From an optimization exercise on the open Yosys and OpenROAD flow, aimed at small area, a short achievable clock period and few clock cycles; shortcuts taken in it are not production practice. The RTL was checked by simulation tests, not by an equivalence proof against the original design.

==> flow/design.v <==
module lzc64(input [63:0] x, output [6:0] z);
    wire [31:0] v1, p1;
    wire [15:0] v2; wire [31:0] p2;
    wire [7:0]  v3; wire [23:0] p3;
    wire [3:0]  v4; wire [15:0] p4;
    wire [1:0]  v5; wire [9:0]  p5;
    wire v6; wire [5:0] p6;
    genvar j;
    generate
        for (j = 0; j < 32; j = j + 1) begin : l1
            assign v1[j] = x[2*j+1] | x[2*j];
            assign p1[j] = ~x[2*j+1];
        end
        for (j = 0; j < 16; j = j + 1) begin : l2
            assign v2[j] = v1[2*j+1] | v1[2*j];
            assign p2[2*j+1:2*j] = v1[2*j+1] ? {1'b0, p1[2*j+1]} : {1'b1, p1[2*j]};
        end
        for (j = 0; j < 8; j = j + 1) begin : l3
            assign v3[j] = v2[2*j+1] | v2[2*j];
            assign p3[3*j+2:3*j] = v2[2*j+1] ? {1'b0, p2[4*j+3:4*j+2]} : {1'b1, p2[4*j+1:4*j]};
        end
        for (j = 0; j < 4; j = j + 1) begin : l4
            assign v4[j] = v3[2*j+1] | v3[2*j];
            assign p4[4*j+3:4*j] = v3[2*j+1] ? {1'b0, p3[6*j+5:6*j+3]} : {1'b1, p3[6*j+2:6*j]};
        end
        for (j = 0; j < 2; j = j + 1) begin : l5
            assign v5[j] = v4[2*j+1] | v4[2*j];
            assign p5[5*j+4:5*j] = v4[2*j+1] ? {1'b0, p4[8*j+7:8*j+4]} : {1'b1, p4[8*j+3:8*j]};
        end
    endgenerate
    assign v6 = v5[1] | v5[0];
    assign p6 = v5[1] ? {1'b0, p5[9:5]} : {1'b1, p5[4:0]};
    assign z = v6 ? {1'b0, p6} : 7'd64;
endmodule
module ks64(input [63:0] a, input [63:0] b, input cin, output [63:0] s, output cout);
    wire [64:0] g0 = {a & b, cin};
    wire [64:0] p0 = {a ^ b, 1'b0};
    wire [64:0] g [0:7];
    wire [64:0] p [0:7];
    assign g[0] = g0; assign p[0] = p0;
    genvar l, i;
    generate
        for (l = 0; l < 7; l = l + 1) begin : lv
            for (i = 0; i < 65; i = i + 1) begin : bt
                if ((i >> l) & 1) begin : m
                    assign g[l+1][i] = g[l][i] | p[l][i] & g[l][((i >> l) << l) - 1];
                    assign p[l+1][i] = p[l][i] & p[l][((i >> l) << l) - 1];
                end else begin : n
                    assign g[l+1][i] = g[l][i];
                    assign p[l+1][i] = p[l][i];
                end
            end
        end
    endgenerate
    assign s = p0[64:1] ^ g[7][63:0];
    wire [63:0] tg0 = a & b, tp0 = a ^ b;
    wire [31:0] tg1, tp1; wire [15:0] tg2, tp2; wire [7:0] tg3, tp3;
    wire [3:0] tg4, tp4; wire [1:0] tg5, tp5; wire tg6, tp6;
    generate
        for (i = 0; i < 32; i = i + 1) begin : c1
            assign tg1[i] = tg0[2*i+1] | tp0[2*i+1] & tg0[2*i];
            assign tp1[i] = tp0[2*i+1] & tp0[2*i];
        end
        for (i = 0; i < 16; i = i + 1) begin : c2
            assign tg2[i] = tg1[2*i+1] | tp1[2*i+1] & tg1[2*i];
            assign tp2[i] = tp1[2*i+1] & tp1[2*i];
        end
        for (i = 0; i < 8; i = i + 1) begin : c3
            assign tg3[i] = tg2[2*i+1] | tp2[2*i+1] & tg2[2*i];
            assign tp3[i] = tp2[2*i+1] & tp2[2*i];
        end
        for (i = 0; i < 4; i = i + 1) begin : c4
            assign tg4[i] = tg3[2*i+1] | tp3[2*i+1] & tg3[2*i];
            assign tp4[i] = tp3[2*i+1] & tp3[2*i];
        end
        for (i = 0; i < 2; i = i + 1) begin : c5
            assign tg5[i] = tg4[2*i+1] | tp4[2*i+1] & tg4[2*i];
            assign tp5[i] = tp4[2*i+1] & tp4[2*i];
        end
    endgenerate
    assign tg6 = tg5[1] | tp5[1] & tg5[0];
    assign tp6 = tp5[1] & tp5[0];
    assign cout = tg6 | tp6 & cin;
endmodule
module ysyx_040066_Div(
    input clk,rst,
    input [63:0] src1_in,
    input [63:0] src2_in,
    input is_w,
    input [1:0] ALUctr_in,
    input in_valid,
    output reg in_ready,
    output reg out_valid,
    output [63:0] result
);
    wire div_signed = ~ALUctr_in[0];
    wire [63:0] src1 = {is_w ? {32{src1_in[31] & div_signed}} : src1_in[63:32], src1_in[31:0]};
    wire [63:0] src2 = {is_w ? {32{src2_in[31] & div_signed}} : src2_in[63:32], src2_in[31:0]};
    wire sx = src1[63] & div_signed;
    wire sy = src2[63] & div_signed;
    reg [63:0] Ain;     
    reg [63:0] Bin;     
    reg xs_i, ys_i, al_i;
    reg iv;             
    reg sv;             
    reg [5:0] cnt_i;    
    wire [63:0] a_x = src1 ^ {64{sx}};
    wire [63:0] b_x = src2 ^ {64{sy}};
    wire [6:0] za_w, zb_w;
    lzc64 u_lza(.x(a_x), .z(za_w));
    lzc64 u_lzb(.x(b_x), .z(zb_w));
    reg [6:0] za, zb;
    wire [7:0] s_diff = {1'b0, zb} - {1'b0, za} + {7'b0, xs_i};
    wire b_zero = zb[6] & ~ys_i;          
    reg st_iter, st_post, first;
    reg [63:0] R;       
    reg [63:0] Q;       
    reg [63:0] D;       
    reg [63:0] OUT;     
    reg [5:0] count;
    reg xs, ys, aluctr, neg_f;
    wire last = st_iter & (count[5:1] == 5'd0);
    wire single = last & ~count[0];
    wire handoff = iv & sv & (~st_iter | last);
    wire accept = in_ready & in_valid;
    wire [63:0] a_abs = Ain + {63'b0, xs_i};
    wire [63:0] d_sh = ~((Bin << cnt_i) | ({64{ys_i}} >> (7'd64 - {1'b0, cnt_i})));
    wire [63:0] Dh = {1'b1, D[63:1]};
    wire [63:0] t1, t2, t3;
    wire c1, c2, c3o;
    ks64 u_add1(.a(R), .b(D), .cin(~ys), .s(t1), .cout(c1));
    ks64 u_add2(.a(R), .b(Dh), .cin(~ys), .s(t2), .cout(c2));
    wire [63:0] cs_s = R ^ D ^ Dh;
    wire [64:0] cs_c = {(R & D) | (R & Dh) | (D & Dh), ~ys};
    ks64 u_add3(.a(cs_s), .b(cs_c[63:0]), .cin(~ys), .s(t3), .cout(c3o));
    wire c3 = cs_c[64] & c3o;
    wire q1 = c1;
    wire q0 = c1 ? c3 : c2;
    wire q0e = q0 & ~single;
    wire sel3 = q1 & q0e, sel1 = q1 & ~q0e, sel2 = ~q1 & q0e, selr = ~q1 & ~q0e;
    wire [63:0] r_next = ({64{sel3}} & t3) | ({64{sel1}} & t1) | ({64{sel2}} & t2) | ({64{selr}} & R);
    wire lastA = last & aluctr;
    wire [63:0] q_base = first ? 64'b0 : Q;
    wire [63:0] q_next = single ? {q_base[62:0], c1} : {q_base[61:0], q1, q0};
    wire do_neg = aluctr ? xs : (xs ^ ys);
    wire [63:0] res = (Q ^ {64{neg_f}}) + {63'b0, neg_f};
    wire iv_n = accept | (iv & ~handoff);
    wire sv_n = iv & ~handoff;
    wire st_iter_n = (st_iter & ~last) | handoff;
    wire [5:0] count_n = handoff ? cnt_i : count - 6'd2;
    wire last_n = st_iter_n & (count_n[5:1] == 5'd0);
    always @(posedge clk) begin
        if (rst) begin
            iv <= 1'b0; sv <= 1'b0;
            st_iter <= 1'b0; st_post <= 1'b0;
            in_ready <= 1'b1;
            out_valid <= 1'b0;
        end else begin
            iv <= iv_n; sv <= sv_n;
            st_iter <= st_iter_n; st_post <= last;
            in_ready <= ~iv_n | (sv_n & (~st_iter_n | last_n));
            out_valid <= st_post;
        end
    end
    always @(posedge clk) begin
        if (accept) begin
            Ain <= a_x;
            Bin <= b_x;
            za <= za_w;
            zb <= zb_w;
            xs_i <= sx;
            ys_i <= sy;
            al_i <= ALUctr_in[1];
        end
        if (iv & ~sv) cnt_i <= (s_diff[7] & ~b_zero) ? 6'd0 : (b_zero | s_diff[6]) ? 6'd63 : s_diff[5:0];
        if (handoff) begin
            xs <= xs_i;
            ys <= ys_i;
            aluctr <= al_i;
        end
        if (last) neg_f <= do_neg;
    end
    always @(posedge clk) begin
        R <= ({64{handoff}} & a_abs) | ({64{~handoff & sel3}} & t3) | ({64{~handoff & sel1}} & t1) |
             ({64{~handoff & sel2}} & t2) | ({64{~handoff & selr}} & R);
        D <= handoff ? d_sh : {2'b11, D[63:2]};
        count <= count_n;
        first <= handoff;
        Q <= ({64{~lastA}} & q_next) | ({64{lastA & sel3}} & t3) | ({64{lastA & sel1}} & t1) |
             ({64{lastA & sel2}} & t2) | ({64{lastA & selr}} & R);
        OUT <= res;
    end
    assign result = OUT;
endmodule
Settings: LEC_CHECK=0, CAP_MARGIN=20, CORE_MARGIN=2, CORE_UTILIZATION=45, SETUP_SLACK_MARGIN=4, SLEW_MARGIN=20; clock period 7.5 ns.
run.sh (not shown) runs the stock make flow with config.mk's settings and CLKGATE_MAP_FILE= SYNTH_SCRIPT=/design/flow/synth_recipe.tcl, a recipe that flattens the netlist after the stock synthesis.
Testbench counts at the start, summed over its fixed seeds: cycles 19,182.
Next try:
--- a/flow/design.v
+++ b/flow/design.v
@@ -135,12 +135,10 @@
     ks64 u_add3(.a(cs_s), .b(cs_c[63:0]), .cin(~ys), .s(t3), .cout(c3o));
     wire c3 = cs_c[64] & c3o;
     wire q1 = c1;
     wire q0 = c1 ? c3 : c2;
-    wire q0e = q0 & ~single;
-    wire sel3 = q1 & q0e, sel1 = q1 & ~q0e, sel2 = ~q1 & q0e, selr = ~q1 & ~q0e;
-    wire [63:0] r_next = ({64{sel3}} & t3) | ({64{sel1}} & t1) | ({64{sel2}} & t2) | ({64{selr}} & R);
-    wire lastA = last & aluctr;
+    wire [63:0] r_next = single ? (c1 ? t1 : R) :
+                         q1 ? (q0 ? t3 : t1) : (q0 ? t2 : R);
     wire [63:0] q_base = first ? 64'b0 : Q;
     wire [63:0] q_next = single ? {q_base[62:0], c1} : {q_base[61:0], q1, q0};
     wire do_neg = aluctr ? xs : (xs ^ ys);
     wire [63:0] res = (Q ^ {64{neg_f}}) + {63'b0, neg_f};
@@ -180,15 +178,13 @@
         end
         if (last) neg_f <= do_neg;
     end
     always @(posedge clk) begin
-        R <= ({64{handoff}} & a_abs) | ({64{~handoff & sel3}} & t3) | ({64{~handoff & sel1}} & t1) |
-             ({64{~handoff & sel2}} & t2) | ({64{~handoff & selr}} & R);
+        R <= handoff ? a_abs : r_next;
         D <= handoff ? d_sh : {2'b11, D[63:2]};
         count <= count_n;
         first <= handoff;
-        Q <= ({64{~lastA}} & q_next) | ({64{lastA & sel3}} & t3) | ({64{lastA & sel1}} & t1) |
-             ({64{lastA & sel2}} & t2) | ({64{lastA & selr}} & R);
+        Q <= (last & aluctr) ? r_next : q_next;
         OUT <= res;
     end
     assign result = OUT;
 endmodule
Effect: The new run passed the timing, design-rule and antenna checks; cell count falls slightly; flip-flop and latch count does not change; setup slack loses 190 ps; core utilization falls by 0.17 points; via count falls by a few percent; synthesized cell count rises slightly; global-route usage falls by 2.0 points; cell area falls by a few percent; area after synthesis falls slightly; clock skew falls by 6.5 ps; sequential share of layout area rises by 0.26 points; die area falls slightly.
Testbench counts after the change, summed over its fixed seeds: cycles 19,182.

afterwards: timing with drivers on the ports:
No port has a modelled driver above. Below, the same layouts with a new extraction and two added sets of constraints.
Step 1 sets driving cells, clkbuf_16 on the clock port and buf_2 on the other inputs (assumed; they add their load-dependent delay and slew).
Step 2 adds t to the input delays and takes it off the output delays; t is the mean of the earliest and latest rising clock arrival at the registers after step 1. Input paths then give back, and output paths get back, about the clock's delay inside the block.
Three values: ideal, step 1, step 2; two values: the first two.
run | shift t [ns] | setup slack, ns | worst register clock-pin slew, ns
the first run | 0.693 | 3.588 / 3.588 / 3.396 | 0.07 / 0.07
the second run | 0.702 | 3.400 / 3.400 / 3.349 | 0.07 / 0.07
After both steps every run listed still meets setup and hold. For the first run, which loses most, drivers alone change the setup slack by 0.000 ns; drivers and shift together by -0.192 ns.
